What follows belongs to an exercise in optimizing a design on an open flow for small area, a short achievable clock period and few clock cycles per item; a production flow would make more cautious choices. At most, simulation tests tie the RTL to the original design; equivalence was not proved. Only the layout flow was run in run 6; the RTL was not checked for function there. Power figures rest on the tool's default switching activity, not on a simulated workload.

$ cat flow/flow/run.sh
#!/bin/bash
# The standard layout (the standard.sh, unchanged synthesis and steps),
# with the port buffers that buffer_ports inserts made plain buf_2 cells
# instead of the delay buffers it picks by default.
set -euo pipefail
export BUFFER_PORTS_ARGS="-buffer_cell sky130_fd_sc_hd__buf_2"
bash standard.sh > standard.log 2>&1
$ cat flow/standard.sh
#!/bin/bash
# synth_recipe.tcl (not shown) runs the flow's synth.tcl, then flattens the netlist and writes it again
# the make line also repeats each setting of config.mk as NAME=value (left out here)
make -C /OpenROAD-flow-scripts/flow DESIGN_CONFIG=/design/flow/config.mk WORK_HOME=/design/flow/orfs CLKGATE_MAP_FILE= SYNTH_SCRIPT=/design/flow/synth_recipe.tcl "${@:-finish}"
$ cat flow/config.mk
export PLATFORM = sky130hd
export DESIGN_NAME = Divider
export DESIGN_NICKNAME = Divider
export VERILOG_FILES = /design/flow/design.v
export SDC_FILE = /design/flow/constraint.sdc
export NUM_CORES = 4
export LEC_CHECK = 0
export CAP_MARGIN = 20
export CORE_MARGIN = 2
export CORE_UTILIZATION = 60
export PLACE_DENSITY = 0.7
export SETUP_SLACK_MARGIN = 1.9
export SLEW_MARGIN = 20
$ cat flow/constraint.sdc
create_clock -name core_clock -period 5.0 [get_ports {CLK}]
set_input_delay 1.0000 -clock core_clock [delete_from_list [all_inputs] [get_ports {CLK}]]
set_output_delay 1.0000 -clock core_clock [all_outputs]
set_load 0.01 [all_outputs]
$ cat flow/design.v
module Divider(CLK, CS, WE, SN, AD, DI, DO, DONE);
    input CLK;
    input CS;
    input WE;
    input SN;
    input AD;
    input [17:0] DI;
    output DONE;
    output [17:0] DO;
    reg [17:0] R;        
    reg [18:0] D;        
    reg [17:0] Q;        
    reg [4:0]  K;        
    reg [4:0]  L;        
    reg        busy;
    reg        first;
    reg        neg_quo;
    reg        neg_rem;
    function [4:0] lzc;
        input [17:0] x;
        integer i;
        begin
            lzc = 5'd18;
            for (i = 0; i < 18; i = i + 1)
                if (x[i]) lzc = 5'd17 - i;
        end
    endfunction
    wire        wr_n = CS & WE & ~AD;
    wire        wr_d = CS & WE & AD;
    wire        neg_in = SN & DI[17];
    wire        di_zero = (DI == 18'd0);
    wire        neg_q_in = neg_quo ^ neg_in;
    wire [17:0] por;
    genvar m;
    generate for (m = 0; m < 18; m = m + 1) begin : po
        if (m == 0) begin : z
            assign por[m] = 1'b0;
        end else begin : o
            assign por[m] = |DI[m-1:0];
        end
    end endgenerate
    wire [17:0] nmag = DI ^ ({18{~neg_in}} & por);
    wire [4:0]  lz_in = lzc(~nmag);              
    wire [4:0]  kk = K - L;
    wire        q_zero = first & (K < L);        
    wire        align = first & (K > L);
    wire        step = busy & ~first | first & (K == L);
    wire        pre = first & neg_quo;           
    wire [18:0] a = {neg_rem & R[17], R};
    wire [18:0] sg [0:5];
    wire [18:0] sp [0:5];
    assign sg[0] = a & D;
    assign sp[0] = a ^ D;
    genvar l, i;
    generate for (l = 0; l < 5; l = l + 1) begin : lv
        for (i = 0; i < 19; i = i + 1) begin : b
            if ((i >> l) & 1) begin : m
                localparam integer j = ((i >> l) << l) - 1;
                assign sg[l+1][i] = sg[l][i] | (sp[l][i] & sg[l][j]);
                assign sp[l+1][i] = sp[l][i] & sp[l][j];
            end else begin : t
                assign sg[l+1][i] = sg[l][i];
                assign sp[l+1][i] = sp[l][i];
            end
        end
    end endgenerate
    wire [17:0] cy = {sg[5][16:0] | (sp[5][16:0] & {17{neg_rem}}), neg_rem};
    wire [17:0] sum = sp[0][17:0] ^ cy;
    wire        sign0 = sp[0][18] ^ sg[5][17];   
    wire        c = sign0 ^ ~neg_rem;            
    assign DONE = ~busy | q_zero;
    assign DO = AD ? R : Q ^ {18{neg_quo}};
    wire [37:0] dsh = {D, {19{neg_rem}}} << kk;
    always @(posedge CLK) begin
        if (wr_n)
            R <= DI;
        else if ((step | pre) & c)
            R <= sum;
        if (wr_d)
            D <= {1'b1, nmag} ^ {19{neg_rem}};
        else if (align)
            D <= dsh[37:19];
        else
            D <= {D[18], D[18:1]};
        if (wr_d)
            Q <= {{17{di_zero | neg_q_in}}, di_zero ^ neg_q_in};
        else if (step)
            Q <= {Q[16:0] & ~{17{pre & c}}, c ^ pre};
        else if (align)
            Q <= 18'd0;
        if (wr_n)
            L <= di_zero ? 5'd18 : lz_in;
        if (wr_d)
            K <= lz_in;
        else if (first)
            K <= kk;
        else
            K <= K - 5'd1;
        if (wr_d) begin
            busy <= ~di_zero;
            first <= ~di_zero;
        end
        else begin
            if (q_zero | step & (first | (K == 5'd0))) busy <= 1'b0;
            first <= 1'b0;
        end
        if (wr_n) begin
            neg_quo <= neg_in;
            neg_rem <= neg_in;
        end
        else if (wr_d)
            neg_quo <= neg_q_in;
    end
endmodule
==> results of run 1 <==
cells by family (layout without fill, tap and decap cells):
family / after synthesis / count (layout) / synth area share, %
AND/OR/NAND/NOR: 233 / 233 / 17.24
AO/OA/AOI/OAI: 259 / 259 / 25.76
multiplexers: 34 / 34 / 6.454
adder cells (fa/ha/maj): 29 / 29 / 5.924
XOR/XNOR: 78 / 78 / 10.71
buffers and inverters: 81 / 99 / 5.041
flip-flops: 69 / 69 / 28.87
worst max-delay path: stages (launching register included):
cell	delay (ns)
edfxtp_1	0.39
inv_1	0.10
ha_1	0.24
nor2b_1	0.15
o31a_1	0.29
o22ai_2	0.20
nand2_1	0.08
nand2_1	0.08
buf_2	0.12
final timing paths:
check / startpoint / endpoint
setup / recovery: L[1]$_SDFFCE_PP1P_ / DONE
hold / removal: Q[1]$_DFFE_PP_ / Q[2]$_DFFE_PP_
setup reg to reg: K[0]$_DFF_P_ / D[18]$_DFFE_PP_
hold reg to reg: Q[1]$_DFFE_PP_ / Q[2]$_DFFE_PP_
where the power goes:
group | leakage, nW | total [mW] | internal (mW) | switching (mW)
clock network | 0.111 | 0.539 | 0.288 | 0.251
registers | 0.635 | 1.12 | 0.885 | 0.239
logic | 2.06 | 3.01 | 1.25 | 1.77
routing by layer:
layer	global-route usage, %	up-vias	wire (um)
met1	49.17	2897	8407
met4	17.35	0	929
met2	49.82	350	8449
met3	6.930	58	1926
li1	-	2894	-
met5	0	-	0
through the flow:
| stage | hold WS [ns] | cell area [um2] | util, % |
|---|---|---|---|
| floorplan | 0.4930 | 6396 | - |
| global placement | 0.5511 | 6628 | 64.20 |
| detailed placement | 0.5608 | 6628 | 64.20 |
| CTS | 0.5819 | 6909 | 66.93 |
| global route | 0.6106 | 7009 | 67.89 |
| finish | 0.5821 | 7009 | 67.89 |
layout by cell type, fill, tap and decap left out, types with 5 or more instances in the layout:
| cell type | instances |
|---|---|
| mux4_2 | 5 |
| a21oi_1 | 51 |
| nor3_1 | 16 |
| mux2i_1 | 22 |
| o21a_1 | 7 |
| nand2b_1 | 9 |
| and2_1 | 5 |
| mux2_2 | 7 |
| a21o_1 | 25 |
| inv_1 | 15 |
| o31ai_1 | 10 |
| o21ai_0 | 62 |
| o211ai_1 | 12 |
| edfxtp_1 | 46 |
| or3_1 | 6 |
| a211oi_1 | 11 |
| o22ai_1 | 13 |
| nor2b_1 | 9 |
| clkbuf_8 | 9 |
| nor2_1 | 47 |
| buf_4 | 19 |
| xor2_1 | 17 |
| o21ai_1 | 7 |
| nand3_1 | 11 |
| a22oi_1 | 10 |
| nand2_1 | 99 |
| dfxtp_1 | 22 |
| xnor2_1 | 61 |
| ha_1 | 26 |
| a31oi_1 | 15 |
| and3_1 | 5 |
| nand4_1 | 7 |
| buf_2 | 41 |
| a221oi_1 | 6 |
flip-flops by register name, indices dropped and copies added, names as in the netlist:
| register | cells |
|---|---|
| L | 5 |
| R | 18 |
| Q | 18 |
| D | 19 |
| neg_rem | 1 |
| K | 5 |
| busy | 1 |
| first | 1 |
| neg_quo | 1 |
what timing repair did:
action,in CTS,in global routing
gates resized for setup,5,13
cloned,0,1
pin swaps,2,3
buffers inserted,5,3
endpoints found under the setup margin,44,68
layout make-up:
type / instances / area, um2 / share of cell area (%)
Timing Repair Buffer: 64 / 424.2 / 6.051
Multi-Input combinational cell: 633 / 4270 / 60.92
Clock inverter: 7 / 102.6 / 1.464
Clock buffer: 9 / 123.9 / 1.767
Tap cell: 136 / 170.2 / 2.428
Inverter: 19 / 75.07 / 1.071
Sequential cell: 69 / 1843 / 26.29
==> flow_results.xml, run 1 <==
<?xml version="1.0" encoding="UTF-8"?>
<metrics>
  <group name="routing">
    <metric name="antenna_violating_nets_post_route" unit="">0</metric>
    <metric name="routed_wire_length_per_instance" unit="um">21.04</metric>
    <metric name="first_pass_iters" unit="">6</metric>
    <metric name="vias_per_cell" unit="">6.616</metric>
    <metric name="drt_first_iter_violations" unit="">754</metric>
    <metric name="totalWireLength" unit="um">19710</metric>
    <metric name="num_vias" unit="">6199</metric>
    <metric name="post-route-drc-count" unit="">0</metric>
  </group>
  <group name="sta">
    <metric name="worst_slew_pin_slew" unit="ns">1.027</metric>
    <metric name="timing.slew.headroom" unit="%">31.39</metric>
    <metric name="report.final.setup_viol" unit="">0</metric>
    <metric name="timing_max_transition_violations_final" unit="">0</metric>
    <metric name="fmaxAchievable" unit="MHz">332.9</metric>
    <metric name="fin_worst_setup_slack" unit="ns">1.996</metric>
    <metric name="fin_skew" unit="ns">0.02603</metric>
    <metric name="period_minus_slack" unit="ns">3.004</metric>
    <metric name="unrepaired_setup_endpoints_after_global_routing" unit="">yes</metric>
    <metric name="setup_total_negative_slack" unit="ns">0</metric>
    <metric name="period_share" unit="%">60.07</metric>
    <metric name="timing.final.hold_violations" unit="">0</metric>
  </group>
  <group name="die">
    <metric name="core_area" unit="mm2">0.01032</metric>
    <metric name="effective_utilization_at_floorplan" unit="%">61.79</metric>
    <metric name="fp-row-count" unit="">37</metric>
    <metric name="io_pins" unit="">42</metric>
    <metric name="die_width" unit="um">107.1</metric>
    <metric name="floorplan.die_area" unit="mm2">0.01147</metric>
    <metric name="chipHeight" unit="um">107.1</metric>
  </group>
  <group name="clock_tree">
    <metric name="cts_tree" unit="">built</metric>
    <metric name="htreeDepth" unit="">3</metric>
    <metric name="clock_sinks" unit="">69</metric>
    <metric name="cts_made_buffers" unit="">9</metric>
    <metric name="cts_root_buf" unit="">clkbuf_8</metric>
    <metric name="clkTransAtPathRegs" unit="ns">0.09</metric>
    <metric name="insertion_delay" unit="ns">0.37</metric>
    <metric name="cts.hold.buffers_added" unit="">0</metric>
    <metric name="clockBufferDepth" unit="">2</metric>
  </group>
  <group name="hold_path">
    <metric name="timing.hold.worst.class" unit="">flop to flop</metric>
    <metric name="hold_path_depth" unit="">1</metric>
  </group>
  <group name="layout">
    <metric name="final.fill_count" unit="">876</metric>
    <metric name="area_delta_synth_final" unit="%">9.886</metric>
    <metric name="insertedDiodeCount" unit="">0</metric>
    <metric name="layout_nets" unit="">848</metric>
    <metric name="finalNonFillerCells" unit="">937</metric>
    <metric name="fraction_of_final_layout_cells_with_drive_strength_greater_than_1" unit="%">14.61</metric>
  </group>
  <group name="global_routing">
    <metric name="grt_pass1_wl" unit="um">30460</metric>
    <metric name="first_global_vias" unit="">5654</metric>
    <metric name="globalRouteTotalUtil" unit="%">34.62</metric>
    <metric name="antenna_found_initial" unit="">0</metric>
    <metric name="maximum_number_of_pins_on_one_net_before_global_route_repair" unit="">40</metric>
    <metric name="grt_remaining_overflow" unit="">0</metric>
  </group>
  <group name="worst_setup_path">
    <metric name="timing.critical_path.to_type" unit="">output port</metric>
    <metric name="crit_path_start_kind" unit="">flop</metric>
    <metric name="critPathArrivalTime" unit="ns">2.00</metric>
    <metric name="critPathKind" unit="">flop to output port</metric>
    <metric name="reg2reg_depth" unit="">14</metric>
    <metric name="maximum_net_fanout_on_the_critical_path" unit="">4</metric>
    <metric name="worst-r2r-setup-slack" unit="ns">2.00</metric>
    <metric name="timing.critical_path.required" unit="ns">4.00</metric>
  </group>
  <group name="run">
    <metric name="max_cap_viol_count" unit="">0</metric>
  </group>
  <group name="yosys">
    <metric name="most_frequent_cells_after_synthesis" unit="">nand2_1 (99), o21ai_0 (64), xnor2_1 (61)</metric>
    <metric name="ys_async_sr_fraction" unit="%">0</metric>
    <metric name="synth.cell_area" unit="mm2">0.006379</metric>
    <metric name="synth_top_area_share" unit="%">21.66</metric>
    <metric name="ys_seq_area_share" unit="%">28.87</metric>
    <metric name="postSynthNetCount" unit="">835</metric>
    <metric name="dominant_cell_type_by_area_after_synthesis" unit="">edfxtp_1</metric>
    <metric name="synth_top_flop_cell" unit="">edfxtp_1</metric>
    <metric name="synth.avg_cell_area" unit="um2">8.146</metric>
    <metric name="synth-edff-count" unit="">46</metric>
    <metric name="yosysMostFrequentCell" unit="">nand2_1</metric>
    <metric name="synth.area.top_cells" unit="">edfxtp_1 (22%), xnor2_1 (8.4%), dfxtp_1 (7.2%)</metric>
    <metric name="syn_inst" unit="">783</metric>
    <metric name="yosys_warnings" unit="">1</metric>
    <metric name="synth_seq_cells" unit="">69</metric>
    <metric name="yosys.cell_types.count" unit="">64</metric>
  </group>
  <group name="place">
    <metric name="dp_slack" unit="ns">1.129</metric>
    <metric name="hpwl" unit="um">14330</metric>
    <metric name="instance_count_after_placement_with_tap_cells_included" unit="">912</metric>
    <metric name="globalplace.congestion" unit="">0.9851</metric>
    <metric name="io_buffer_count" unit="">41</metric>
  </group>
  <group name="run_status">
    <metric name="run_status" unit="">timing/DRC/antenna clean</metric>
  </group>
  <group name="power">
    <metric name="power_per_cell_area" unit="mW/mm2">667.3</metric>
    <metric name="power.leakage" unit="nW">2.810</metric>
    <metric name="design_power_total" unit="mW">4.677</metric>
    <metric name="peak_vdd_ir" unit="mV">0.7410</metric>
  </group>
</metrics>
Testbench counts, summed over its fixed seeds: cycles 10,107, items 2,400.
==> run 2, diff against run 1 <==
--- a/flow/config.mk
+++ b/flow/config.mk
@@ -9,4 +9,4 @@
 export CORE_MARGIN = 2
-export CORE_UTILIZATION = 60
-export PLACE_DENSITY = 0.7
+export CORE_UTILIZATION = 70
+export PLACE_DENSITY = 0.75
 export SETUP_SLACK_MARGIN = 1.9
==> run 2 against run 1 <==
Still clean on timing, DRC and antenna. Sequential cell count stayed put. Fmax fell by 4.9%. Final cell count is 2.9% lower. Global-route usage up 5.5 points. Clock skew down 0.0092 ns. Synthesized area is the same. Register-to-register slack got worse by 0.15 ns. Power is 1.0% higher. Largest power group unchanged.
==> flow_results.xml, run 2 <==
<?xml version="1.0" encoding="UTF-8"?>
<metrics>
  <group name="power">
    <metric name="power.leakage" unit="nW">2.790</metric>
    <metric name="peak_vdd_ir" unit="mV">0.4557</metric>
    <metric name="power_per_cell_area" unit="mW/mm2">676.2</metric>
    <metric name="design_power_total" unit="mW">4.724</metric>
  </group>
  <group name="clock_tree">
    <metric name="cts_root_buf" unit="">clkbuf_8</metric>
    <metric name="cts_tree" unit="">built</metric>
    <metric name="insertion_delay" unit="ns">0.37</metric>
    <metric name="cts.hold.buffers_added" unit="">0</metric>
    <metric name="cts_made_buffers" unit="">9</metric>
    <metric name="clock_sinks" unit="">69</metric>
    <metric name="clockBufferDepth" unit="">2</metric>
    <metric name="htreeDepth" unit="">3</metric>
    <metric name="clkTransAtPathRegs" unit="ns">0.09</metric>
  </group>
  <group name="global_routing">
    <metric name="grt-busiest-layer" unit="">met2</metric>
    <metric name="grt.met3_usage" unit="%">8.925</metric>
    <metric name="antenna_found_initial" unit="">0</metric>
    <metric name="globalRouteTotalUtil" unit="%">40.12</metric>
    <metric name="grt_pass1_wl" unit="um">31050</metric>
    <metric name="grt.met2_usage" unit="%">61.69</metric>
    <metric name="first_global_vias" unit="">5958</metric>
    <metric name="maximum_number_of_pins_on_one_net_before_global_route_repair" unit="">40</metric>
    <metric name="use_met1" unit="%">55.64</metric>
    <metric name="grt_remaining_overflow" unit="">0</metric>
  </group>
  <group name="yosys">
    <metric name="postSynthNetCount" unit="">835</metric>
    <metric name="synth.avg_cell_area" unit="um2">8.146</metric>
    <metric name="synth.area.top_cells" unit="">edfxtp_1 (22%), xnor2_1 (8.4%), dfxtp_1 (7.2%)</metric>
    <metric name="most_frequent_cells_after_synthesis" unit="">nand2_1 (99), o21ai_0 (64), xnor2_1 (61)</metric>
    <metric name="yosys_warnings" unit="">1</metric>
    <metric name="dominant_cell_type_by_area_after_synthesis" unit="">edfxtp_1</metric>
    <metric name="synth-edff-count" unit="">46</metric>
    <metric name="yosysMostFrequentCell" unit="">nand2_1</metric>
    <metric name="synth.cell_area" unit="mm2">0.006379</metric>
    <metric name="ys_seq_area_share" unit="%">28.87</metric>
    <metric name="synth_top_flop_cell" unit="">edfxtp_1</metric>
    <metric name="synth_top_area_share" unit="%">21.66</metric>
    <metric name="ys_async_sr_fraction" unit="%">0</metric>
    <metric name="syn_inst" unit="">783</metric>
    <metric name="yosys.cell_types.count" unit="">64</metric>
    <metric name="synth_seq_cells" unit="">69</metric>
  </group>
  <group name="routing">
    <metric name="totalWireLength" unit="um">20060</metric>
    <metric name="post-route-drc-count" unit="">0</metric>
    <metric name="vias_per_cell" unit="">7.097</metric>
    <metric name="num_vias" unit="">6458</metric>
    <metric name="drt_first_iter_violations" unit="">1013</metric>
    <metric name="first_pass_iters" unit="">6</metric>
    <metric name="routed_wire_length_per_instance" unit="um">22.05</metric>
    <metric name="antenna_violating_nets_post_route" unit="">0</metric>
  </group>
  <group name="worst_setup_path">
    <metric name="maximum_net_fanout_on_the_critical_path" unit="">21</metric>
    <metric name="crit_path_start_kind" unit="">flop</metric>
    <metric name="timing.critical_path.to_type" unit="">flop</metric>
    <metric name="worst-r2r-setup-slack" unit="ns">1.84</metric>
    <metric name="r2r-end" unit="">D[17]$_DFFE_PP_</metric>
    <metric name="timing.critical_path.required" unit="ns">5.12</metric>
    <metric name="critPathKind" unit="">flop to flop</metric>
    <metric name="r2r_start" unit="">K[0]$_DFF_P_</metric>
    <metric name="critPathArrivalTime" unit="ns">3.28</metric>
    <metric name="reg2reg_depth" unit="">12</metric>
  </group>
  <group name="layout">
    <metric name="finalNonFillerCells" unit="">910</metric>
    <metric name="area_delta_synth_final" unit="%">9.514</metric>
    <metric name="insertedDiodeCount" unit="">0</metric>
    <metric name="layout_nets" unit="">849</metric>
    <metric name="largest_register_ffs" unit="">19</metric>
    <metric name="largest_register" unit="">D</metric>
    <metric name="final_common_cell" unit="">nand2_1</metric>
    <metric name="mostFrequentLayoutCells" unit="">nand2_1 (99), o21ai_0 (63), xnor2_1 (61), a21oi_1 (51), nor2_1 (48)</metric>
    <metric name="largest_registers" unit="">D: 19 flops, Q: 18 flops, R: 18 flops</metric>
    <metric name="fraction_of_final_layout_cells_with_drive_strength_greater_than_1" unit="%">15.59</metric>
    <metric name="fin_util" unit="%">79.71</metric>
  </group>
  <group name="hold_path">
    <metric name="worst_hold_startpoint" unit="">Q[4]$_DFFE_PP_</metric>
    <metric name="hold_path_depth" unit="">1</metric>
    <metric name="timing.hold.worst.class" unit="">flop to flop</metric>
    <metric name="hold_end" unit="">Q[5]$_DFFE_PP_</metric>
  </group>
  <group name="sta">
    <metric name="setup_total_negative_slack" unit="ns">0</metric>
    <metric name="period_share" unit="%">63.16</metric>
    <metric name="timing.slew.headroom" unit="%">30.47</metric>
    <metric name="period_minus_slack" unit="ns">3.158</metric>
    <metric name="timing_max_transition_violations_final" unit="">0</metric>
    <metric name="fmaxAchievable" unit="MHz">316.7</metric>
    <metric name="report.final.setup_viol" unit="">0</metric>
    <metric name="unrepaired_setup_endpoints_after_global_routing" unit="">yes</metric>
    <metric name="worst_slew_pin_slew" unit="ns">1.043</metric>
    <metric name="fin_skew" unit="ns">0.01680</metric>
    <metric name="timing.final.hold_violations" unit="">0</metric>
  </group>
  <group name="die">
    <metric name="io_pins" unit="">42</metric>
    <metric name="die_width" unit="um">99.46</metric>
    <metric name="chipHeight" unit="um">99.46</metric>
    <metric name="core_area" unit="mm2">0.008763</metric>
    <metric name="floorplan.die_area" unit="mm2">0.009892</metric>
    <metric name="fp-row-count" unit="">34</metric>
    <metric name="effective_utilization_at_floorplan" unit="%">72.79</metric>
  </group>
  <group name="place">
    <metric name="instance_count_after_placement_with_tap_cells_included" unit="">883</metric>
    <metric name="hpwl" unit="um">14270</metric>
    <metric name="globalplace.congestion" unit="">0.9992</metric>
    <metric name="io_buffer_count" unit="">41</metric>
  </group>
  <group name="run_status">
    <metric name="run_status" unit="">timing/DRC/antenna clean</metric>
  </group>
  <group name="run">
    <metric name="max_cap_viol_count" unit="">0</metric>
  </group>
</metrics>
## run 2: cell counts after synthesis
No cell type changed its count.
## run 2: stage by stage
stage | hold WS (ns) | worst slack (ns) | area [um2]
finish | 0.5766 | 1.842 | 6985
global route | 0.6059 | 1.817 | 6985
CTS | 0.5826 | 1.826 | 6873
detailed placement | 0.5620 | 1.115 | 6585
global placement | 0.5503 | 1.218 | 6585
floorplan | 0.4930 | 1.925 | 6396
## run 2: kinds of logic after synthesis
logic type               after synthesis  synth area share [%]
AO/OA/AOI/OAI                        259                 25.76
XOR/XNOR                              78                 10.71
adder cells (fa/ha/maj)               29                 5.924
buffers and inverters                 81                 5.041
flip-flops                            69                 28.87
multiplexers                          34                 6.454
AND/OR/NAND/NOR                      233                 17.24
## run 2: layout make-up
class,count,area (um2)
tap,108,135.1
sequential,69,1843
timing repair buffer,65,405.4
clock buffer,9,123.9
clock inverter,7,73.82
fill,603,1778
multi-input combinational,633,4325
inverter,19,78.83
## run 2: worst max path at each step
stage	from	endpoint	cells past startpoint
final	K[0]$_DFF_P_	D[17]$_DFFE_PP_	12
after detailed placement	DI[3]	Q[11]$_DFFE_PP_	8
after global routing	K[0]$_DFF_P_	D[17]$_DFFE_PP_	12
after floorplan	DI[7]	Q[10]$_DFFE_PP_	10
after global placement	DI[3]	Q[5]$_DFFE_PP_	8
after CTS	K[0]$_DFF_P_	D[17]$_DFFE_PP_	12
## run 2: what timing repair did
action | CTS | global route
setup endpoints to repair | 53 | 53
gates resized for setup | 7 | 20
pin swaps | 3 | 4
buffers inserted | 8 | 3
## run 2: per-layer routing
layer,wire length (um),up-vias
met1,7625,2956
met3,2709,83
met5,0,-
li1,-,2908
met4,756,0
met2,8970,511
## run 2: critical path: stages (launching register included)
cell	delay, ns
dfxtp_1	0.35
inv_1	0.12
ha_2	0.21
inv_1	0.05
fa_1	0.55
buf_12	0.19
clkinvlp_4	0.16
buf_4	0.21
mux2i_1	0.14
mux4_2	0.48
nand2_1	0.12
a311oi_1	0.14
a21o_1	0.18
## run 2: where the power goes
| part | total [mW] | switching, mW | internal, mW |
|---|---|---|---|
| clock network | 0.474 | 0.242 | 0.232 |
| logic | 3.12 | 1.85 | 1.27 |
| registers | 1.13 | 0.243 | 0.886 |
| total | 4.72 | 2.33 | 2.39 |
==> run 3, diff against run 2 <==
--- a/flow/config.mk
+++ b/flow/config.mk
@@ -9,4 +9,4 @@
 export CORE_MARGIN = 2
-export CORE_UTILIZATION = 70
-export PLACE_DENSITY = 0.75
+export CORE_UTILIZATION = 50
+export PLACE_DENSITY = 0.6
 export SETUP_SLACK_MARGIN = 1.9
==> run 3 against run 2 <==
Still clean on timing, DRC and antenna. Global-route usage shrank 9.6 points. Power rose by 1.6%. Fmax rose by 2.8%. Critical path depth unchanged. Die area increased by 38%. Design area increased by 2.4%. First-iteration DRC count shrank 31%. Hold slack got worse by 0.0045 ns. Largest cell class unchanged. Largest power group unchanged. Highest routed layer unchanged.
==> flow_results.xml, run 3 <==
<?xml version="1.0" encoding="UTF-8"?>
<metrics>
  <group name="run">
    <metric name="max_cap_viol_count" unit="">0</metric>
  </group>
  <group name="routing">
    <metric name="drt_first_iter_violations" unit="">698</metric>
    <metric name="routed_wire_length_per_instance" unit="um">21.23</metric>
    <metric name="vias_per_cell" unit="">6.283</metric>
    <metric name="totalWireLength" unit="um">20620</metric>
    <metric name="post-route-drc-count" unit="">0</metric>
    <metric name="num_vias" unit="">6101</metric>
    <metric name="antenna_violating_nets_post_route" unit="">0</metric>
    <metric name="first_pass_iters" unit="">5</metric>
  </group>
  <group name="die">
    <metric name="fp-row-count" unit="">41</metric>
    <metric name="core_area" unit="mm2">0.01252</metric>
    <metric name="die_width" unit="um">116.9</metric>
    <metric name="floorplan.die_area" unit="mm2">0.01368</metric>
    <metric name="io_pins" unit="">42</metric>
    <metric name="chipHeight" unit="um">116.9</metric>
    <metric name="effective_utilization_at_floorplan" unit="%">50.96</metric>
  </group>
  <group name="sta">
    <metric name="fmaxAchievable" unit="MHz">325.7</metric>
    <metric name="fin_skew" unit="ns">0.006027</metric>
    <metric name="worst_slew_pin_slew" unit="ns">0.9762</metric>
    <metric name="setup_total_negative_slack" unit="ns">0</metric>
    <metric name="timing.slew.headroom" unit="%">34.76</metric>
    <metric name="report.final.setup_viol" unit="">0</metric>
    <metric name="unrepaired_setup_endpoints_after_global_routing" unit="">yes</metric>
    <metric name="timing_max_transition_violations_final" unit="">0</metric>
    <metric name="period_minus_slack" unit="ns">3.071</metric>
    <metric name="fin_worst_setup_slack" unit="ns">1.929</metric>
    <metric name="timing.final.hold_violations" unit="">0</metric>
    <metric name="period_share" unit="%">61.41</metric>
  </group>
  <group name="yosys">
    <metric name="ys_async_sr_fraction" unit="%">0</metric>
    <metric name="yosysMostFrequentCell" unit="">nand2_1</metric>
    <metric name="synth.avg_cell_area" unit="um2">8.146</metric>
    <metric name="synth_top_area_share" unit="%">21.66</metric>
    <metric name="synth_seq_cells" unit="">69</metric>
    <metric name="dominant_cell_type_by_area_after_synthesis" unit="">edfxtp_1</metric>
    <metric name="synth_top_flop_cell" unit="">edfxtp_1</metric>
    <metric name="most_frequent_cells_after_synthesis" unit="">nand2_1 (99), o21ai_0 (64), xnor2_1 (61)</metric>
    <metric name="synth.cell_area" unit="mm2">0.006379</metric>
    <metric name="yosys.cell_types.count" unit="">64</metric>
    <metric name="postSynthNetCount" unit="">835</metric>
    <metric name="synth-edff-count" unit="">46</metric>
    <metric name="syn_inst" unit="">783</metric>
    <metric name="yosys_warnings" unit="">1</metric>
    <metric name="synth.area.top_cells" unit="">edfxtp_1 (22%), xnor2_1 (8.4%), dfxtp_1 (7.2%)</metric>
    <metric name="ys_seq_area_share" unit="%">28.87</metric>
  </group>
  <group name="clock_tree">
    <metric name="clkTransAtPathRegs" unit="ns">0.06</metric>
    <metric name="cts_root_buf" unit="">clkbuf_16</metric>
    <metric name="clockBufferDepth" unit="">2</metric>
    <metric name="insertion_delay" unit="ns">0.34</metric>
    <metric name="clock_sinks" unit="">69</metric>
    <metric name="cts_made_buffers" unit="">9</metric>
    <metric name="cts_tree" unit="">built</metric>
    <metric name="htreeDepth" unit="">3</metric>
    <metric name="cts.hold.buffers_added" unit="">0</metric>
  </group>
  <group name="layout">
    <metric name="fraction_of_final_layout_cells_with_drive_strength_greater_than_1" unit="%">14.39</metric>
    <metric name="final.fill_count" unit="">1218</metric>
    <metric name="largest_register_ffs" unit="">19</metric>
    <metric name="largest_register" unit="">D</metric>
    <metric name="largest_registers" unit="">D: 19 flops, Q: 18 flops, R: 18 flops</metric>
    <metric name="insertedDiodeCount" unit="">0</metric>
    <metric name="area_delta_synth_final" unit="%">12.16</metric>
    <metric name="layout_nets" unit="">846</metric>
    <metric name="mostFrequentLayoutCells" unit="">nand2_1 (98), o21ai_0 (62), xnor2_1 (60), a21oi_1 (52), nor2_1 (47)</metric>
    <metric name="final_common_cell" unit="">nand2_1</metric>
  </group>
  <group name="global_routing">
    <metric name="globalRouteTotalUtil" unit="%">30.56</metric>
    <metric name="first_global_vias" unit="">5409</metric>
    <metric name="maximum_number_of_pins_on_one_net_before_global_route_repair" unit="">40</metric>
    <metric name="antenna_found_initial" unit="">0</metric>
    <metric name="grt_pass1_wl" unit="um">31110</metric>
    <metric name="grt_remaining_overflow" unit="">0</metric>
  </group>
  <group name="place">
    <metric name="globalplace.congestion" unit="">0.9341</metric>
    <metric name="io_buffer_count" unit="">41</metric>
    <metric name="dp_slack" unit="ns">1.110</metric>
    <metric name="hpwl" unit="um">15220</metric>
  </group>
  <group name="hold_path">
    <metric name="timing.hold.worst.class" unit="">flop to flop</metric>
  </group>
  <group name="worst_setup_path">
    <metric name="maximum_net_fanout_on_the_critical_path" unit="">21</metric>
    <metric name="crit_path_start_kind" unit="">flop</metric>
    <metric name="timing.critical_path.cells" unit="">inv_1 &gt; ha_1 &gt; inv_1 &gt; fa_1 &gt; buf_12 &gt; clkinvlp_4 &gt; buf_4 &gt; mux2i_1 &gt; mux4_2 &gt; nand2_1 &gt; a311oi_1 &gt; a21o_1</metric>
    <metric name="cp_common_cell" unit="">inv_1</metric>
    <metric name="cp_slowest_stage_delay" unit="ns">0.54</metric>
    <metric name="critPathArrivalTime" unit="ns">3.17</metric>
    <metric name="timing.critical_path.required" unit="ns">5.10</metric>
    <metric name="timing.critical_path.to_type" unit="">flop</metric>
    <metric name="critPathKind" unit="">flop to flop</metric>
    <metric name="crit_slowest_cell" unit="">fa_1</metric>
  </group>
  <group name="run_status">
    <metric name="run_status" unit="">timing/DRC/antenna clean</metric>
  </group>
  <group name="power">
    <metric name="power_per_cell_area" unit="mW/mm2">671.1</metric>
    <metric name="power.leakage" unit="nW">2.830</metric>
    <metric name="peak_vdd_ir" unit="mV">0.3354</metric>
  </group>
</metrics>
run 3: cell counts after synthesis:
No cell type changed its count.
run 3: area by class of cell:
class                           count  area (um2)  area share, %
Multi-Input combinational cell    633        4318          60.35
Sequential cell                    69        1842          25.74
Timing Repair Buffer               62       395.4          5.526
Clock buffer                        9       225.2          3.148
Tap cell                          172       215.2          3.008
Clock inverter                      7       83.83          1.172
Inverter                           19       75.07          1.049
run 3: power by group:
group	switching (mW)	internal (mW)
combinational	1.79	1.23
sequential	0.224	0.885
clock	0.276	0.394
run 3: worst paths after layout:
check | cells past startpoint | to | slack (ns) | from
worst min register to register | 1 | Q[4]$_DFFE_PP_ | 0.57 | Q[3]$_DFFE_PP_
worst max-delay path | 12 | D[17]$_DFFE_PP_ | 1.93 | K[0]$_DFF_P_
worst max register to register | 12 | D[17]$_DFFE_PP_ | 1.93 | K[0]$_DFF_P_
worst min-delay path | 1 | Q[4]$_DFFE_PP_ | 0.57 | Q[3]$_DFFE_PP_
run 3: cells by family after synthesis:
group	Yosys count	share of synthesized area [%]
buffers and inverters	81	5.041
AOI/OAI and AO/OA	259	25.76
and+or+nand+nor	233	17.24
muxes	34	6.454
adders and majority gates	29	5.924
DFF	69	28.87
xor gates and xnor gates	78	10.71
run 3: per-layer routing:
metal	routed length [um]	GRT usage, %	vias to the layer above
li1	-	-	2901
met1	9565	45.48	2948
met2	9360	46.90	228
met3	1240	3.399	24
met4	451	8.863	0
met5	0	0	-
run 3: timing repair:
item / in CTS / in global routing
buffers inserted: 4 / 3
endpoints found under the setup margin: 50 / 69
pin swaps: 2 / 2
resized for setup: 7 / 16
cloned: 0 / 0
run 3: critical path: cells and delay by family (launching register included):
kind	cells	cell delay, ns
AO/OA/AOI/OAI	2	0.30
AND/OR/NAND/NOR	1	0.11
flip-flops	1	0.32
buffers and inverters	5	0.71
multiplexers	2	0.63
adder cells (fa/ha/maj)	2	0.74
run 3: metrics by stage:
step                      area [um2]  utilization (%)  cells  hold slack [ns]  power [mW]
after floorplan                 6396                -    783           0.4930       3.186
after CTS                       7037            56.22    968           0.5786       4.646
final                           7154            57.16    971           0.5721       4.802
after global routing            7154            57.16    971           0.5998       5.137
after global placement          6673            53.31    948           0.5461       3.873
after detailed placement        6673            53.31    948           0.5608       3.925
==> run 4, diff against run 3 <==
--- a/flow/config.mk
+++ b/flow/config.mk
@@ -7,6 +7,7 @@
 export LEC_CHECK = 0
+export ABC_AREA = 1
 export CAP_MARGIN = 20
 export CORE_MARGIN = 2
-export CORE_UTILIZATION = 50
-export PLACE_DENSITY = 0.6
+export CORE_UTILIZATION = 60
+export PLACE_DENSITY = 0.65
 export SETUP_SLACK_MARGIN = 1.9
==> run 4 against run 3 <==
Final cell count grew 6.9%. Routed wire length fell by 12%. Sequential power barely moved. Sequential cell count did not move. Still clean on timing, DRC and antenna. Hold slack worse by 0.0029 ns. Via count rose by 1.4%. Largest power group unchanged. Combinational power fell by about 10%. Critical path depth is 5 higher. Clock power decreased by 28%. Fmax is 0.99% higher. Global-route usage is 2.2 points higher.
==> flow_results.xml, run 4 <==
<?xml version="1.0" encoding="UTF-8"?>
<metrics>
  <group name="layout">
    <metric name="insertedDiodeCount" unit="">0</metric>
    <metric name="largest_register" unit="">D</metric>
    <metric name="mostFrequentLayoutCells" unit="">nand2_1 (237), o21ai_0 (102), inv_1 (96), nor2_1 (47), edfxtp_1 (46)</metric>
    <metric name="fraction_of_final_layout_cells_with_drive_strength_greater_than_1" unit="%">15.47</metric>
    <metric name="final_common_cell" unit="">nand2_1</metric>
    <metric name="area_delta_synth_final" unit="%">12.11</metric>
    <metric name="final.fill_count" unit="">817</metric>
    <metric name="largest_registers" unit="">D: 19 flops, Q: 18 flops, R: 18 flops</metric>
    <metric name="largest_register_ffs" unit="">19</metric>
    <metric name="layout_nets" unit="">952</metric>
  </group>
  <group name="hold_path">
    <metric name="worst_hold_startpoint" unit="">K[0]$_DFF_P_</metric>
    <metric name="hold_end" unit="">K[0]$_DFF_P_</metric>
    <metric name="hold_path_depth" unit="">3</metric>
    <metric name="timing.hold.worst.class" unit="">flop to flop</metric>
  </group>
  <group name="yosys">
    <metric name="yosys_warnings" unit="">1</metric>
    <metric name="synth_top_area_share" unit="%">23.02</metric>
    <metric name="dominant_cell_type_by_area_after_synthesis" unit="">edfxtp_1</metric>
    <metric name="postSynthNetCount" unit="">913</metric>
    <metric name="synth.avg_cell_area" unit="um2">6.970</metric>
    <metric name="synth.cell_area" unit="mm2">0.006001</metric>
    <metric name="most_frequent_cells_after_synthesis" unit="">nand2_1 (241), o21ai_0 (116), inv_1 (102)</metric>
    <metric name="synth-edff-count" unit="">46</metric>
    <metric name="yosysMostFrequentCell" unit="">nand2_1</metric>
    <metric name="ys_seq_area_share" unit="%">30.69</metric>
    <metric name="yosys.cell_types.count" unit="">50</metric>
    <metric name="synth_top_flop_cell" unit="">edfxtp_1</metric>
    <metric name="synth_seq_cells" unit="">69</metric>
    <metric name="synth.area.top_cells" unit="">edfxtp_1 (23%), nand2_1 (15%), o21ai_0 (9.7%)</metric>
    <metric name="ys_async_sr_fraction" unit="%">0</metric>
    <metric name="syn_inst" unit="">861</metric>
  </group>
  <group name="sta">
    <metric name="setup_total_negative_slack" unit="ns">0</metric>
    <metric name="fmaxAchievable" unit="MHz">328.9</metric>
    <metric name="timing_max_transition_violations_final" unit="">0</metric>
    <metric name="unrepaired_setup_endpoints_after_global_routing" unit="">yes</metric>
    <metric name="timing.final.hold_violations" unit="">0</metric>
    <metric name="timing.slew.headroom" unit="%">40.50</metric>
    <metric name="fin_skew" unit="ns">0.02091</metric>
    <metric name="fin_hold_ws" unit="ns">0.5692</metric>
    <metric name="fin_worst_setup_slack" unit="ns">1.959</metric>
    <metric name="period_share" unit="%">60.81</metric>
    <metric name="period_minus_slack" unit="ns">3.041</metric>
    <metric name="worst_slew_pin_slew" unit="ns">0.8915</metric>
    <metric name="report.final.setup_viol" unit="">0</metric>
  </group>
  <group name="worst_setup_path">
    <metric name="cp_common_cell" unit="">nand2_1</metric>
    <metric name="critPathArrivalTime" unit="ns">3.24</metric>
    <metric name="maximum_net_fanout_on_the_critical_path" unit="">17</metric>
    <metric name="timing.critical_path.cells" unit="">ha_4 &gt; a21oi_1 &gt; o21ai_0 &gt; a21oi_1 &gt; nand2_2 &gt; nand2_1 &gt; nand2_2 &gt; nand2_1 &gt; nand2_1 &gt; a21oi_1 &gt; or2_2 &gt; nand2_1 &gt; inv_1 &gt; ha_1 &gt; nand3b_1 &gt; buf_6 &gt; o21ai_0</metric>
    <metric name="worst-r2r-setup-slack" unit="ns">1.96</metric>
    <metric name="critical_path.top_delay_family" unit="">simple AND/OR/NAND/NOR gates</metric>
    <metric name="cp_slowest_stage_delay" unit="ns">0.50</metric>
    <metric name="timing.critical_path.required" unit="ns">5.20</metric>
    <metric name="reg2reg_depth" unit="">17</metric>
    <metric name="critPathKind" unit="">flop to flop</metric>
    <metric name="r2r-end" unit="">Q[15]$_DFFE_PP_</metric>
    <metric name="crit_slowest_cell" unit="">edfxtp_1</metric>
    <metric name="crit_path_start_kind" unit="">flop</metric>
    <metric name="crit_buf_inv" unit="">2</metric>
    <metric name="r2r_start" unit="">R[5]$_DFFE_PP_</metric>
    <metric name="timing.critical_path.to_type" unit="">flop</metric>
  </group>
  <group name="run_status">
    <metric name="run_status" unit="">timing/DRC/antenna clean</metric>
  </group>
  <group name="place">
    <metric name="hpwl" unit="um">13530</metric>
    <metric name="globalplace.congestion" unit="">0.9421</metric>
    <metric name="io_buffer_count" unit="">41</metric>
    <metric name="dp_slack" unit="ns">1.143</metric>
  </group>
  <group name="clock_tree">
    <metric name="insertion_delay" unit="ns">0.37</metric>
    <metric name="clkTransAtPathRegs" unit="ns">0.09</metric>
    <metric name="cts_made_buffers" unit="">9</metric>
    <metric name="clock_sinks" unit="">69</metric>
    <metric name="htreeDepth" unit="">3</metric>
    <metric name="cts_root_buf" unit="">clkbuf_8</metric>
    <metric name="clockBufferDepth" unit="">2</metric>
    <metric name="cts_tree" unit="">built</metric>
  </group>
  <group name="routing">
    <metric name="antenna_violating_nets_post_route" unit="">0</metric>
    <metric name="vias_per_cell" unit="">5.961</metric>
    <metric name="totalWireLength" unit="um">18200</metric>
    <metric name="routed_wire_length_per_instance" unit="um">17.53</metric>
    <metric name="first_pass_iters" unit="">5</metric>
    <metric name="drt_first_iter_violations" unit="">592</metric>
    <metric name="num_vias" unit="">6188</metric>
    <metric name="post-route-drc-count" unit="">0</metric>
  </group>
  <group name="power">
    <metric name="peak_vdd_ir" unit="mV">0.4198</metric>
    <metric name="p_int" unit="mW">2.088</metric>
    <metric name="comb_power_share" unit="%">63.5</metric>
    <metric name="p_sw_share" unit="%">51.10</metric>
    <metric name="power_frac_seq" unit="%">25.3</metric>
    <metric name="total_net_switching_power" unit="mW">2.182</metric>
    <metric name="power.leakage" unit="nW">3.089</metric>
    <metric name="power_per_cell_area" unit="mW/mm2">634.6</metric>
    <metric name="pwr-share-clk" unit="%">11.3</metric>
  </group>
  <group name="die">
    <metric name="core_area" unit="mm2">0.009729</metric>
    <metric name="io_pins" unit="">42</metric>
    <metric name="fp-row-count" unit="">36</metric>
    <metric name="chipHeight" unit="um">104.0</metric>
    <metric name="effective_utilization_at_floorplan" unit="%">61.68</metric>
    <metric name="floorplan.die_area" unit="mm2">0.01082</metric>
    <metric name="die_width" unit="um">104.0</metric>
  </group>
  <group name="global_routing">
    <metric name="maximum_number_of_pins_on_one_net_before_global_route_repair" unit="">39</metric>
    <metric name="grt_remaining_overflow" unit="">0</metric>
    <metric name="grt_pass1_wl" unit="um">28610</metric>
    <metric name="first_global_vias" unit="">5794</metric>
    <metric name="globalRouteTotalUtil" unit="%">32.80</metric>
    <metric name="antenna_found_initial" unit="">1</metric>
  </group>
  <group name="run">
    <metric name="max_cap_viol_count" unit="">0</metric>
  </group>
</metrics>
==> run 4: cell types whose count changed in the layout (fill, tap and decap cells not counted), sizes merged, moves of 9 or more <==
cell    before  now
nand2b       9    0
a21o        26    1
a31oi       15    6
o21ai       69  125
nor3        17    5
xnor2       61   20
nand2       99  248
o31ai       10    1
inv         18  106
nor2b        9    0
a211oi      11    0
nand3       11   40
mux2i       22    7
a21oi       53   33
==> run 4: power by group through the flow <==
stage	clock (mW)	sequential, mW	combinational (mW)
finish	0.482	1.08	2.71
global route	0.510	1.09	2.99
CTS	0.482	1.07	2.45
detailed placement	0	1.08	2.41
global placement	0	1.08	2.38
floorplan	0	0.977	1.80
==> run 4: tightest hold or removal path, stage by stage, from the launching register on <==
cell and delay (ns):
dfxtp_1 0.33, o21ai_0 0.09, nand2_1 0.06, nand2_1 0.05
==> run 4: layout make-up <==
| type | instances | area, um2 | share of cell area [%] |
|---|---|---|---|
| clock buffers | 9 | 123.9 | 1.841 |
| clock inverters | 7 | 73.82 | 1.097 |
| repair buffers | 62 | 380.4 | 5.654 |
| multi-input cells | 649 | 3720 | 55.29 |
| well taps | 133 | 166.4 | 2.474 |
| flip-flops and latches | 69 | 1843 | 27.39 |
| repair inverters | 1 | 5.005 | 0.07439 |
| inverters | 108 | 415.4 | 6.174 |
==> run 4: through the flow <==
step                instance area [um2]  utilization (%)  std cells  power [mW]
floorplan                          6026                -        861       2.774
global placement                   6294            64.69       1008       3.461
detailed placement                 6294            64.69       1008       3.494
CTS                                6529            67.10       1027       4.000
global route                       6728            69.15       1038       4.590
finish                             6728            69.15       1038       4.269
==> run 4: how the worst max path moves through the flow <==
stage | from | depth (start not counted) | slack, ns | to
floorplan | DI[1] | 15 | 1.91 | Q[11]$_DFFE_PP_
global placement | AD | 7 | 1.26 | Q[13]$_DFFE_PP_
detailed placement | AD | 7 | 1.14 | Q[13]$_DFFE_PP_
CTS | L[1]$_SDFFCE_PP1P_ | 10 | 1.92 | DONE
global route | R[1]$_DFFE_PP_ | 18 | 1.84 | Q[15]$_DFFE_PP_
finish | R[5]$_DFFE_PP_ | 17 | 1.96 | Q[15]$_DFFE_PP_
==> run 4: repair_timing <==
item	4_1_cts	5_1_grt
resized for setup	8	34
cloned	0	1
setup buffers	3	10
hold buffers	0	0
endpoints found under the setup margin	72	83
pin swaps	1	4
==> run 4: per-layer routing <==
layer | routed length, um | up-vias | share of wire (%) | track usage, %
li1 | - | 2955 | - | -
met1 | 7438 | 2813 | 41 | 44.29
met2 | 8349 | 356 | 46 | 52.96
met3 | 1830 | 64 | 10 | 6.203
met4 | 576 | 0 | 3.2 | 11.20
met5 | 0 | - | 0 | 0
==> run 4: kinds of logic after synthesis <==
kind of cell	count (synthesis)	share of synthesized area, %
flops	69	30.69
xor+xnor	36	6.193
buf+inv	143	9.195
mux	7	1.168
simple gates	368	26.75
fa+ha+maj	29	6.297
compound gates	209	19.70
==> run 5, diff against run 4 <==
--- a/flow/config.mk
+++ b/flow/config.mk
@@ -10,4 +10,4 @@
 export CORE_MARGIN = 2
-export CORE_UTILIZATION = 60
-export PLACE_DENSITY = 0.65
+export CORE_UTILIZATION = 65
+export PLACE_DENSITY = 0.75
 export SETUP_SLACK_MARGIN = 1.9
==> run 5 against run 4 <==
Clock-buffer cell count is 2 higher. Routed wire length shrank 1.6%. Sequential share of layout area shrank 0.47 points. Sequential cell count is the same. Die area fell by 7.4%. Fmax rose by 1.1%. Worst setup slack better by 0.032 ns. Critical endpoint is now Q[1]$_DFFE_PP_. Largest power group unchanged.
==> flow_results.xml, run 5 <==
<?xml version="1.0" encoding="UTF-8"?>
<metrics>
  <group name="run_status">
    <metric name="run_status" unit="">timing/DRC/antenna clean</metric>
  </group>
  <group name="global_routing">
    <metric name="use_met1" unit="%">44.25</metric>
    <metric name="antenna_found_initial" unit="">0</metric>
    <metric name="grt.met3_usage" unit="%">5.501</metric>
    <metric name="grt.met2_usage" unit="%">58.68</metric>
    <metric name="globalRouteTotalUtil" unit="%">34.55</metric>
    <metric name="first_global_vias" unit="">5562</metric>
    <metric name="grt_pass1_wl" unit="um">27130</metric>
    <metric name="grt-busiest-layer" unit="">met2</metric>
    <metric name="grt_remaining_overflow" unit="">0</metric>
    <metric name="maximum_number_of_pins_on_one_net_before_global_route_repair" unit="">39</metric>
  </group>
  <group name="power">
    <metric name="power_frac_seq" unit="%">25.0</metric>
    <metric name="p_int" unit="mW">2.169</metric>
    <metric name="p_sw_share" unit="%">50.08</metric>
    <metric name="total_net_switching_power" unit="mW">2.175</metric>
    <metric name="power_per_cell_area" unit="mW/mm2">635.0</metric>
    <metric name="peak_vdd_ir" unit="mV">0.3783</metric>
    <metric name="power.leakage" unit="nW">3.158</metric>
    <metric name="pwr-share-clk" unit="%">11.4</metric>
    <metric name="comb_power_share" unit="%">63.7</metric>
  </group>
  <group name="run">
    <metric name="max_cap_viol_count" unit="">0</metric>
  </group>
  <group name="layout">
    <metric name="largest_register" unit="">D</metric>
    <metric name="mostFrequentLayoutCells" unit="">nand2_1 (233), inv_1 (95), o21ai_0 (93), nor2_1 (47), edfxtp_1 (46)</metric>
    <metric name="fraction_of_final_layout_cells_with_drive_strength_greater_than_1" unit="%">17.70</metric>
    <metric name="final.fill_count" unit="">714</metric>
    <metric name="area_delta_synth_final" unit="%">13.99</metric>
    <metric name="largest_register_ffs" unit="">19</metric>
    <metric name="post-route-cell-area" unit="mm2">0.006840</metric>
    <metric name="layout_nets" unit="">962</metric>
    <metric name="insertedDiodeCount" unit="">0</metric>
    <metric name="largest_registers" unit="">D: 19 flops, Q: 18 flops, R: 18 flops</metric>
    <metric name="final_common_cell" unit="">nand2_1</metric>
  </group>
  <group name="clock_tree">
    <metric name="cts_made_buffers" unit="">9</metric>
    <metric name="cts_tree" unit="">built</metric>
    <metric name="insertion_delay" unit="ns">0.35</metric>
    <metric name="clock_sinks" unit="">69</metric>
    <metric name="cts_root_buf" unit="">clkbuf_8</metric>
    <metric name="cts.hold.buffers_added" unit="">0</metric>
    <metric name="clkTransAtPathRegs" unit="ns">0.08</metric>
    <metric name="clockBufferDepth" unit="">2</metric>
    <metric name="htreeDepth" unit="">3</metric>
  </group>
  <group name="routing">
    <metric name="num_vias" unit="">6217</metric>
    <metric name="totalWireLength" unit="um">17900</metric>
    <metric name="vias_per_cell" unit="">6.059</metric>
    <metric name="drt_first_iter_violations" unit="">537</metric>
    <metric name="antenna_violating_nets_post_route" unit="">0</metric>
    <metric name="routed_wire_length_per_instance" unit="um">17.44</metric>
    <metric name="first_pass_iters" unit="">5</metric>
    <metric name="post-route-drc-count" unit="">0</metric>
  </group>
  <group name="sta">
    <metric name="timing_max_transition_violations_final" unit="">0</metric>
    <metric name="setup_total_negative_slack" unit="ns">0</metric>
    <metric name="timing.slew.headroom" unit="%">42.44</metric>
    <metric name="report.final.setup_viol" unit="">0</metric>
    <metric name="fin_skew" unit="ns">0.01412</metric>
    <metric name="period_share" unit="%">60.17</metric>
    <metric name="period_minus_slack" unit="ns">3.009</metric>
    <metric name="unrepaired_setup_endpoints_after_global_routing" unit="">yes</metric>
    <metric name="fmaxAchievable" unit="MHz">332.4</metric>
    <metric name="worst_slew_pin_slew" unit="ns">0.8625</metric>
    <metric name="timing.final.hold_violations" unit="">0</metric>
    <metric name="fin_worst_setup_slack" unit="ns">1.991</metric>
    <metric name="fin_hold_ws" unit="ns">0.5691</metric>
  </group>
  <group name="worst_setup_path">
    <metric name="cp_slowest_stage_delay" unit="ns">0.47</metric>
    <metric name="crit_slowest_cell" unit="">edfxtp_1</metric>
    <metric name="timing.critical_path.to_type" unit="">flop</metric>
    <metric name="cp_common_cell" unit="">nand2_2</metric>
    <metric name="critical_path.top_delay_family" unit="">simple AND/OR/NAND/NOR gates</metric>
    <metric name="timing.critical_path.cells" unit="">ha_4 &gt; nand2_1 &gt; nand2_1 &gt; a21oi_1 &gt; o21bai_1 &gt; inv_1 &gt; nor2_1 &gt; nor2_1 &gt; nand2_2 &gt; nand2_2 &gt; nand2_2 &gt; a21oi_2 &gt; or2_4 &gt; nand2_2 &gt; inv_1 &gt; ha_1 &gt; nand3b_1 &gt; buf_6 &gt; o21ai_1</metric>
    <metric name="timing.critical_path.required" unit="ns">5.21</metric>
    <metric name="crit_buf_inv" unit="">3</metric>
    <metric name="critPathArrivalTime" unit="ns">3.22</metric>
    <metric name="critPathKind" unit="">flop to flop</metric>
    <metric name="crit_path_start_kind" unit="">flop</metric>
    <metric name="maximum_net_fanout_on_the_critical_path" unit="">8</metric>
  </group>
  <group name="place">
    <metric name="globalplace.congestion" unit="">0.9970</metric>
    <metric name="dp_slack" unit="ns">1.244</metric>
    <metric name="io_buffer_count" unit="">41</metric>
    <metric name="placedInstanceArea" unit="mm2">0.006259</metric>
    <metric name="hpwl" unit="um">13020</metric>
  </group>
  <group name="die">
    <metric name="fp-row-count" unit="">35</metric>
    <metric name="floorplan.die_area" unit="mm2">0.01002</metric>
    <metric name="effective_utilization_at_floorplan" unit="%">65.88</metric>
    <metric name="die_width" unit="um">100.1</metric>
    <metric name="io_pins" unit="">42</metric>
    <metric name="chipHeight" unit="um">100.1</metric>
    <metric name="core_area" unit="mm2">0.009109</metric>
  </group>
  <group name="hold_path">
    <metric name="timing.hold.worst.class" unit="">flop to flop</metric>
  </group>
  <group name="yosys">
    <metric name="syn_inst" unit="">861</metric>
    <metric name="synth_top_area_share" unit="%">23.02</metric>
    <metric name="synth-edff-count" unit="">46</metric>
    <metric name="synth.avg_cell_area" unit="um2">6.970</metric>
    <metric name="most_frequent_cells_after_synthesis" unit="">nand2_1 (241), o21ai_0 (116), inv_1 (102)</metric>
    <metric name="ys_async_sr_fraction" unit="%">0</metric>
    <metric name="synth.cell_area" unit="mm2">0.006001</metric>
    <metric name="synth_top_flop_cell" unit="">edfxtp_1</metric>
    <metric name="postSynthNetCount" unit="">913</metric>
    <metric name="yosys_warnings" unit="">1</metric>
    <metric name="ys_seq_area_share" unit="%">30.69</metric>
    <metric name="yosys.cell_types.count" unit="">50</metric>
    <metric name="dominant_cell_type_by_area_after_synthesis" unit="">edfxtp_1</metric>
    <metric name="synth_seq_cells" unit="">69</metric>
    <metric name="yosysMostFrequentCell" unit="">nand2_1</metric>
    <metric name="synth.area.top_cells" unit="">edfxtp_1 (23%), nand2_1 (15%), o21ai_0 (9.7%)</metric>
  </group>
</metrics>
[run 5: cell type report]
type | count | area (um2) | area share [%]
Clock buffer | 11 | 152.6 | 2.232
Timing Repair Buffer | 71 | 457.9 | 6.695
Sequential cell | 69 | 1842 | 26.93
Tap cell | 111 | 138.9 | 2.030
Timing Repair inverter | 2 | 12.51 | 0.1829
Multi-Input combinational cell | 649 | 3760 | 54.97
Clock inverter | 5 | 57.56 | 0.8414
Inverter | 108 | 419.2 | 6.128
[run 5: timing repair]
item	CTS	global route
resized for setup	6	65
setup buffers	1	20
cloned	1	3
endpoints found under the setup margin	64	81
pin swaps	0	12
[run 5: per-stage QoR]
step	instances	util (%)	power, mW
global placement	985	68.71	3.361
floorplan	861	-	2.774
global route	1026	75.10	4.668
finish	1026	75.10	4.344
detailed placement	985	68.71	3.429
CTS	1003	71.30	3.945
[run 5: power groups by stage]
stage / clock network (mW) / registers [mW] / logic [mW]
6_report: 0.493 / 1.09 / 2.77
5_1_grt: 0.514 / 1.10 / 3.06
4_1_cts: 0.491 / 1.07 / 2.39
2_1_floorplan: 0 / 0.977 / 1.80
3_5_place_dp: 0 / 1.08 / 2.35
3_3_place_gp: 0 / 1.07 / 2.29
[run 5: metal layers]
layer	wire length [um]	up-vias
met5	0	-
met4	664	0
met3	1254	57
met2	8642	315
met1	7335	2880
li1	-	2965
[run 5: cells by family (layout without fill, tap and decap cells)]
| logic type | after synthesis | count (layout) | synth area share [%] |
|---|---|---|---|
| mux | 7 | 7 | 1.168 |
| xor+xnor | 36 | 36 | 6.193 |
| fa+ha+maj | 29 | 29 | 6.297 |
| simple gates | 368 | 368 | 26.75 |
| compound gates | 209 | 209 | 19.70 |
| flops | 69 | 69 | 30.69 |
| buf+inv | 143 | 197 | 9.195 |
[run 5: tightest hold or removal path, delay by kind of cell, from the launching register on]
kind	cells	cell delay [ns]
flip-flops	1	0.34
AND/OR/NAND/NOR	2	0.10
AO/OA/AOI/OAI	1	0.08
[run 5: final timing paths]
check	start	slack, ns	depth (start not counted)	to
worst min register to register	K[0]$_DFF_P_	0.57	3	K[0]$_DFF_P_
worst max-delay path	R[9]$_DFFE_PP_	1.99	19	Q[1]$_DFFE_PP_
worst max register to register	R[9]$_DFFE_PP_	1.99	19	Q[1]$_DFFE_PP_
worst min-delay path	K[0]$_DFF_P_	0.57	3	K[0]$_DFF_P_
==> run 6, diff against run 5 <==
--- a/flow/design.v
+++ b/flow/design.v
@@ -71,3 +71,3 @@
     assign DONE = ~busy | q_zero;
-    assign DO = AD ? R : Q ^ {18{neg_quo}};
+    assign DO = AD ? R : Q;
     wire [37:0] dsh = {D, {19{neg_rem}}} << kk;
@@ -85,7 +85,7 @@
         if (wr_d)
-            Q <= {{17{di_zero | neg_q_in}}, di_zero ^ neg_q_in};
+            Q <= {{17{di_zero & ~neg_q_in}}, di_zero};
         else if (step)
-            Q <= {Q[16:0] & ~{17{pre & c}}, c ^ pre};
+            Q <= pre ? {18{c}} : {Q[16:0], c ^ neg_quo};
         else if (align)
-            Q <= 18'd0;
+            Q <= {18{neg_quo}};
         if (wr_n)
--- a/flow/config.mk
+++ b/flow/config.mk
@@ -7,8 +7,8 @@
 export LEC_CHECK = 0
-export ABC_AREA = 1
+export ABC_CLOCK_PERIOD_IN_PS = 3500
 export CAP_MARGIN = 20
 export CORE_MARGIN = 2
-export CORE_UTILIZATION = 65
-export PLACE_DENSITY = 0.75
-export SETUP_SLACK_MARGIN = 1.9
+export CORE_UTILIZATION = 60
+export PLACE_DENSITY = 0.7
+export SETUP_SLACK_MARGIN = 1.5
 export SLEW_MARGIN = 20
==> run 6 against run 5 <==
Core utilization shrank 10 points. Largest cell class unchanged. Register-to-register slack got worse by 0.29 ns. Synthesized area is 9.0% higher. Hold slack worse by 0.037 ns. Critical path depth fell by 9. Non-clock buffer count down 17. Sequential cell count stayed put. Global-route usage rose by 0.66 points. Die area is 17% higher. Combinational power is 5% higher. Clock power down 5.3%.
==> flow_results.xml, run 6 <==
<?xml version="1.0" encoding="UTF-8"?>
<metrics>
  <group name="run_status">
    <metric name="run_status" unit="">timing/DRC/antenna clean</metric>
  </group>
  <group name="yosys">
    <metric name="synth-edff-count" unit="">46</metric>
    <metric name="dominant_cell_type_by_area_after_synthesis" unit="">edfxtp_1</metric>
    <metric name="synth_seq_cells" unit="">69</metric>
    <metric name="ys_async_sr_fraction" unit="%">0</metric>
    <metric name="synth.avg_cell_area" unit="um2">8.180</metric>
    <metric name="synth.cell_area" unit="mm2">0.006544</metric>
    <metric name="synth_top_area_share" unit="%">21.11</metric>
    <metric name="ys_seq_area_share" unit="%">28.15</metric>
    <metric name="yosys_warnings" unit="">1</metric>
    <metric name="postSynthNetCount" unit="">850</metric>
    <metric name="synth_top_flop_cell" unit="">edfxtp_1</metric>
    <metric name="most_frequent_cells_after_synthesis" unit="">nand2_1 (80), nor2_1 (66), a21oi_1 (65)</metric>
    <metric name="yosys.cell_types.count" unit="">73</metric>
    <metric name="syn_inst" unit="">800</metric>
  </group>
  <group name="global_routing">
    <metric name="maximum_number_of_pins_on_one_net_before_global_route_repair" unit="">35</metric>
    <metric name="globalRouteTotalUtil" unit="%">35.22</metric>
    <metric name="first_global_vias" unit="">5779</metric>
    <metric name="grt_pass1_wl" unit="um">31550</metric>
    <metric name="grt_remaining_overflow" unit="">0</metric>
    <metric name="antenna_found_initial" unit="">0</metric>
  </group>
  <group name="sta">
    <metric name="period_share" unit="%">67.44</metric>
    <metric name="worst_slew_pin_slew" unit="ns">0.8573</metric>
    <metric name="timing.final.hold_violations" unit="">0</metric>
    <metric name="setup_total_negative_slack" unit="ns">0</metric>
    <metric name="fin_skew" unit="ns">0.01342</metric>
    <metric name="timing_max_transition_violations_final" unit="">0</metric>
    <metric name="report.final.setup_viol" unit="">0</metric>
    <metric name="period_minus_slack" unit="ns">3.372</metric>
    <metric name="fmaxAchievable" unit="MHz">296.5</metric>
    <metric name="timing.slew.headroom" unit="%">42.85</metric>
    <metric name="unrepaired_setup_endpoints_after_global_routing" unit="">yes</metric>
  </group>
  <group name="worst_setup_path">
    <metric name="r2r-end" unit="">D[16]$_DFF_P_</metric>
    <metric name="cp_slowest_stage_delay" unit="ns">0.40</metric>
    <metric name="timing.critical_path.to" unit="">DONE</metric>
    <metric name="r2r_start" unit="">K[0]$_DFF_P_</metric>
    <metric name="maximum_net_fanout_on_the_critical_path" unit="">4</metric>
    <metric name="timing.critical_path.cells" unit="">inv_2 &gt; ha_1 &gt; nor2b_1 &gt; o21a_1 &gt; o21a_1 &gt; o21a_2 &gt; nor2_4 &gt; nand2_1 &gt; nand2_1 &gt; buf_2</metric>
    <metric name="timing.critical_path.to_type" unit="">output port</metric>
    <metric name="critical_path_cell_count" unit="">10</metric>
    <metric name="reg2reg_depth" unit="">11</metric>
    <metric name="crit_buf_inv" unit="">2</metric>
    <metric name="crit_slowest_cell" unit="">edfxtp_1</metric>
    <metric name="critPathKind" unit="">flop to output port</metric>
    <metric name="critPathArrivalTime" unit="ns">2.37</metric>
    <metric name="critical_path.top_delay_family" unit="">compound AO/OA/AOI/OAI gates</metric>
    <metric name="crit_path_start_kind" unit="">flop</metric>
    <metric name="timing.critical_path.required" unit="ns">4.00</metric>
    <metric name="worst-r2r-setup-slack" unit="ns">1.70</metric>
    <metric name="origin_of_the_worst_setup_path" unit="">L[1]$_SDFFCE_PP1P_</metric>
  </group>
  <group name="power">
    <metric name="design_power_total" unit="mW">4.446</metric>
    <metric name="pwr-share-clk" unit="%">10.5</metric>
    <metric name="total_net_switching_power" unit="mW">2.178</metric>
    <metric name="comb_power_share" unit="%">65.7</metric>
    <metric name="p_sw_share" unit="%">48.99</metric>
    <metric name="peak_vdd_ir" unit="mV">0.8225</metric>
    <metric name="power_frac_seq" unit="%">23.8</metric>
    <metric name="p_int" unit="mW">2.268</metric>
    <metric name="power.leakage" unit="nW">2.720</metric>
  </group>
  <group name="hold_path">
    <metric name="timing.hold.worst.class" unit="">flop to flop</metric>
  </group>
  <group name="place">
    <metric name="placedInstanceArea" unit="mm2">0.006769</metric>
    <metric name="globalplace.congestion" unit="">0.9870</metric>
    <metric name="io_buffer_count" unit="">41</metric>
    <metric name="hpwl" unit="um">14770</metric>
  </group>
  <group name="clock_tree">
    <metric name="cts_made_buffers" unit="">9</metric>
    <metric name="insertion_delay" unit="ns">0.37</metric>
    <metric name="clockBufferDepth" unit="">2</metric>
    <metric name="clkTransAtPathRegs" unit="ns">0.08</metric>
    <metric name="cts.hold.buffers_added" unit="">0</metric>
    <metric name="post_cts.repair.setup_buffers" unit="">0</metric>
    <metric name="cts_tree" unit="">built</metric>
    <metric name="htreeDepth" unit="">3</metric>
    <metric name="clock_sinks" unit="">69</metric>
    <metric name="cts_root_buf" unit="">clkbuf_8</metric>
  </group>
  <group name="routing">
    <metric name="top_layer" unit="">met4</metric>
    <metric name="post-route-drc-count" unit="">0</metric>
    <metric name="drt_first_iter_violations" unit="">761</metric>
    <metric name="wl_met2" unit="um">8992</metric>
    <metric name="antenna_violating_nets_post_route" unit="">0</metric>
    <metric name="num_vias" unit="">6411</metric>
    <metric name="wl_met3" unit="um">1745</metric>
    <metric name="totalWireLength" unit="um">20180</metric>
    <metric name="first_pass_iters" unit="">5</metric>
    <metric name="drt-met1-wl" unit="um">8846</metric>
    <metric name="routed_wire_length_per_instance" unit="um">21.31</metric>
    <metric name="vias_per_cell" unit="">6.770</metric>
  </group>
  <group name="layout">
    <metric name="mostFrequentLayoutCells" unit="">nand2_1 (79), nor2_1 (65), a21oi_1 (65), o21ai_0 (50), edfxtp_1 (46)</metric>
    <metric name="final_common_cell" unit="">nand2_1</metric>
    <metric name="area_delta_synth_final" unit="%">6.922</metric>
    <metric name="largest_register" unit="">D</metric>
    <metric name="final.fill_count" unit="">930</metric>
    <metric name="insertedDiodeCount" unit="">0</metric>
    <metric name="largest_register_ffs" unit="">19</metric>
    <metric name="layout_nets" unit="">852</metric>
    <metric name="largest_registers" unit="">D: 19 flops, Q: 18 flops, R: 18 flops</metric>
    <metric name="fraction_of_final_layout_cells_with_drive_strength_greater_than_1" unit="%">15.24</metric>
  </group>
  <group name="run">
    <metric name="max_cap_viol_count" unit="">0</metric>
  </group>
  <group name="die">
    <metric name="die_width" unit="um">108.4</metric>
    <metric name="effective_utilization_at_floorplan" unit="%">60.90</metric>
    <metric name="core_area" unit="mm2">0.01075</metric>
    <metric name="fp-row-count" unit="">38</metric>
    <metric name="chipHeight" unit="um">108.4</metric>
  </group>
</metrics>
-- run 6: cell types whose count changed after synthesis, sizes merged, moves of 11 or more --
| cell | before | now |
|---|---|---|
| nand3 | 40 | 14 |
| o211ai | 17 | 6 |
| a21oi | 33 | 65 |
| clkbuf | 27 | 45 |
| a211oi | 0 | 17 |
| o21ai | 125 | 65 |
| nor3 | 5 | 27 |
| xnor2 | 20 | 34 |
| o31ai | 1 | 22 |
| nand2 | 248 | 80 |
| mux2i | 7 | 28 |
| mux2 | 0 | 27 |
| inv | 105 | 19 |
-- run 6: stage by stage --
| stage | setup WS (ns) | std cells | hold slack, ns | utilization (%) |
|---|---|---|---|---|
| floorplan | 1.922 | 800 | 0.4800 | - |
| global placement | 1.330 | 931 | 0.5316 | 62.99 |
| detailed placement | 1.144 | 931 | 0.5203 | 62.99 |
| CTS | 1.533 | 947 | 0.5301 | 64.76 |
| global route | 1.495 | 947 | 0.5864 | 65.11 |
| finish | 1.628 | 947 | 0.5320 | 65.11 |
-- run 6: power by group through the flow --
stage | Sequential [mW] | Combinational, mW | Clock [mW]
after CTS | 1.06 | 2.83 | 0.467
after floorplan | 0.981 | 2.20 | 0
after global placement | 1.06 | 2.74 | 0
after detailed placement | 1.07 | 2.81 | 0
final | 1.06 | 2.92 | 0.467
after global routing | 1.08 | 3.20 | 0.492
-- run 6: worst reg2reg max path: stages (launching register included) --
cell and delay [ns]:
dfxtp_1 0.34, inv_1 0.12, ha_1 0.21, inv_1 0.07, fa_2 0.81, inv_2 0.28
a211oi_1 0.24, a211oi_1 0.09, a221oi_1 0.32, a311oi_1 0.09, a211oi_1 0.46, o22ai_1 0.15
-- run 6: area by class of cell --
| cell class | count | area [um2] | area share, % |
|---|---|---|---|
| sequential | 69 | 1842 | 26.32 |
| clock inverter | 6 | 62.56 | 0.8941 |
| tap | 140 | 175.2 | 2.504 |
| inverter | 20 | 75.07 | 1.073 |
| timing repair buffer | 54 | 302.8 | 4.328 |
| clock buffer | 10 | 127.6 | 1.824 |
| multi-input combinational | 648 | 4412 | 63.05 |
-- run 6: worst min path at each step --
stage	from	cells past startpoint	slack, ns	endpoint
2_1_floorplan	D[8]$_DFF_P_	2	0.48	D[7]$_DFF_P_
3_3_place_gp	D[6]$_DFF_P_	2	0.53	D[5]$_DFF_P_
3_5_place_dp	D[6]$_DFF_P_	2	0.52	D[5]$_DFF_P_
4_1_cts	D[6]$_DFF_P_	2	0.53	D[5]$_DFF_P_
5_1_grt	D[7]$_DFF_P_	2	0.59	D[6]$_DFF_P_
6_report	D[6]$_DFF_P_	2	0.53	D[5]$_DFF_P_
-- run 6: cell families after synthesis --
group | after synthesis | share of synthesized area [%]
adders and majority gates | 27 | 5.392
DFF | 69 | 28.15
buffers and inverters | 83 | 5.124
AOI/OAI and AO/OA | 262 | 25.93
xor gates and xnor gates | 46 | 6.157
muxes | 57 | 9.618
and+or+nand+nor | 256 | 19.64
-- run 6: layer usage --
layer / global-route usage (%) / vias to the layer above
li1: - / 2997
met1: 50.45 / 3056
met2: 52.95 / 320
met3: 5.666 / 38
met4: 13.74 / 0
met5: 0 / -

Check on run 6: ideal ports give 1.628 ns setup slack; a clkbuf_16 on the clock port and buf_2 on the inputs give 1.592 ns; moving port delays by the midpoint clock arrival (0.402 ns) as well gives 1.297 ns.
